From an optimization exercise on the open Yosys and OpenROAD flow, aimed at small area, a short achievable clock period and few clock cycles; shortcuts taken in it are not production practice.
In this exercise RTL edits were held to simulation tests only and were not proved equivalent to the original.
No activity file was given, so power comes from the tool's default toggle rates.

the baseline:
// cnn
module cnn(
  input             clk,
  input             rst,
  input             en,
  input      [7:0]  ps_rd,
  input      [7:0]  in_rd,
  input      [7:0]  w_rd,
  input      [7:0]  b_rd,
  input      [7:0]  out_rd,
  output reg        done,
  output     [15:0] ps_ra,
  output     [15:0] in_ad,
  output reg        in_we,
  output     [7:0]  in_wd,
  output     [15:0] w_ra,
  output     [15:0] b_ra,
  output     [15:0] out_ad,
  output reg        out_we,
  output     [7:0]  out_wd
);
reg s_idle, s_load, s_init, s_calc, s_conv, s_cdrn, s_pool, s_pdrn;
reg [7:0] pR, pC, pM, pN, pK, pS, pIR, pIC, pnIR, pnIC, pnP;
reg [3:0] pa;
assign ps_ra = {12'd0, pa};
reg [15:0] dN;     
reg [15:0] dT;     
reg [15:0] SmS;    
reg [15:0] dCh;    
reg [15:0] NKK;    
reg        nkdone;
reg [1:0]  q;                  
reg        ph1, ph2, ph3;      
reg        se_conv, adv, adv_blk, adv_row, adv_quad, adv_last;   
reg [7:0]  j, i, n, tc, tr;    
reg [5:0]  mq;                 
reg [15:0] la, vb, tb;         
wire [7:0] j1 = j + 8'd1, i1 = i + 8'd1, n1 = n + 8'd1, tc1 = tc + 8'd1, tr1 = tr + 8'd1;
wire [6:0] mq1 = {1'b0, mq} + 7'd1;
wire il  = (i1 == pK);
wire nl  = (n1 == pN);
reg jl, il_r, nl_r, tcl, trl, tap_first, blk_last, quad_last, conv_last;
always @(posedge clk) begin
  jl <= (j1 == pK); il_r <= il; nl_r <= nl;
  tcl <= (tc == {1'b0, pC[7:1]});
  trl <= (tr == {1'b0, pR[7:1]});
  tap_first <= (j == 8'd0) & (i == 8'd0) & (n == 8'd0);
  blk_last  <= (j1 == pK) & il & nl;
  quad_last <= (j1 == pK) & il & nl & (tc == {1'b0, pC[7:1]}) & (tr == {1'b0, pR[7:1]});
  conv_last <= (j1 == pK) & il & nl & (tc == {1'b0, pC[7:1]}) & (tr == {1'b0, pR[7:1]}) &
               ({mq1, 2'b00} >= {1'b0, pM});
end
wire [15:0] tb_next = tcl ? (trl ? 16'd0 : tb + dT) : tb + {7'd0, pS, 1'b0};
reg  [15:0] vb_next;    
always @(posedge clk) vb_next <= blk_last ? tb_next : vb + (~jl ? 16'd1 : ~il_r ? {8'd0, pIC} : dN);
reg [15:0] wv, wa, wb;
reg        wval, wfirst, wlast, wqlast;
reg [5:0]  wmq;
wire [15:0] wa_add = wa + (ph3 ? 16'd1 : NKK);
  ...
Size: roughly 5,300 cells after synthesis, about 51,000 µm² of cells after synthesis.
==> flow/config.mk <==
export PLATFORM = sky130hd
export DESIGN_NAME = cnn
export DESIGN_NICKNAME = cnn
export VERILOG_FILES = /design/flow/design.v
export SDC_FILE = /design/flow/constraint.sdc
export NUM_CORES = 4
export LEC_CHECK = 0
export CAP_MARGIN = 20
export CORE_MARGIN = 2
export CORE_UTILIZATION = 65
export CTS_BUF_LIST = sky130_fd_sc_hd__clkbuf_16
export CTS_CLUSTER_DIAMETER = 200
export CTS_CLUSTER_SIZE = 25
export PLACE_DENSITY = 0.75
export SLEW_MARGIN = 20
==> flow/constraint.sdc <==
create_clock -name core_clock -period 11.0 [get_ports {clk}]
set_input_delay 2.2000 -clock core_clock [delete_from_list [all_inputs] [get_ports {clk}]]
set_output_delay 2.2000 -clock core_clock [all_outputs]
set_load 0.01 [all_outputs]
standard.sh (not shown) runs the stock make flow with config.mk's settings and CLKGATE_MAP_FILE= SYNTH_SCRIPT=/design/flow/synth_recipe.tcl, a recipe that flattens the netlist after the stock synthesis.
==> flow/flow/run.sh <==
#!/bin/bash
set -euo pipefail
export BUFFER_PORTS_ARGS="-buffer_cell sky130_fd_sc_hd__buf_2"
export SETUP_SLACK_MARGIN=7.8
bash standard.sh > standard.log 2>&1
Testbench counts of the baseline, summed over its fixed seeds: cycles 2,423,744.
## Diff of input files: the candidate against the baseline
Settings: a change of CTS_CLUSTER_SIZE from 25 to 30; a deleted CTS_CLUSTER_DIAMETER that had been 200.
-- flow/flow/run.sh --
<<< the baseline, line 4
export SETUP_SLACK_MARGIN=7.8
>>> the candidate, line 4
export SETUP_SLACK_MARGIN=8
Notes after the runs:
Looking only at total of plain and repair buffers excluding clock buffers, and setting everything else aside, the higher value of the baseline and the candidate goes to the candidate. The candidate reports its critical path launch point as xm[2] while the baseline reports in_we. Taking the baseline as the reference, in the candidate part of the power in the clock network has increased, core utilization moved up, finished layout cell area +about 5.7%. Relative to the baseline, fraction of met2 tracks used by global routing has increased by 2.5 points in the candidate. Relative to the baseline, the critical path depth of the candidate is higher by 13. Sort the baseline and the candidate by total number of H-tree levels desc -> top: the candidate.

## re-timing with driven ports
How much do the figures lean on ideal ports? The routed layouts below were timed once more, with nothing changed but the port constraints. Step 1 (the two cells are an assumption about what drives the block):
set clk [get_ports {clk}]
set_driving_cell -lib_cell sky130_fd_sc_hd__clkbuf_16 $clk
set_driving_cell -lib_cell sky130_fd_sc_hd__buf_2 [delete_from_list [all_inputs] $clk]
Step 2 also shifts input and output timing later by t, the mid clock arrival at the registers, as if the neighbouring blocks saw the same clock. Slacks: ideal ports / drivers / drivers and shift; pairs: ideal ports / drivers.
run	t, ns	setup WS [ns]	worst hold slack (ns)	worst setup path at the end
the baseline	0.698	7.571 / 7.497 / 7.612	0.316 / 0.316 / 0.316	register to register
the candidate	0.718	7.456 / 7.456 / 7.456	0.323 / 0.323 / 0.323	register to register
After both steps setup and hold are still met in every run listed.
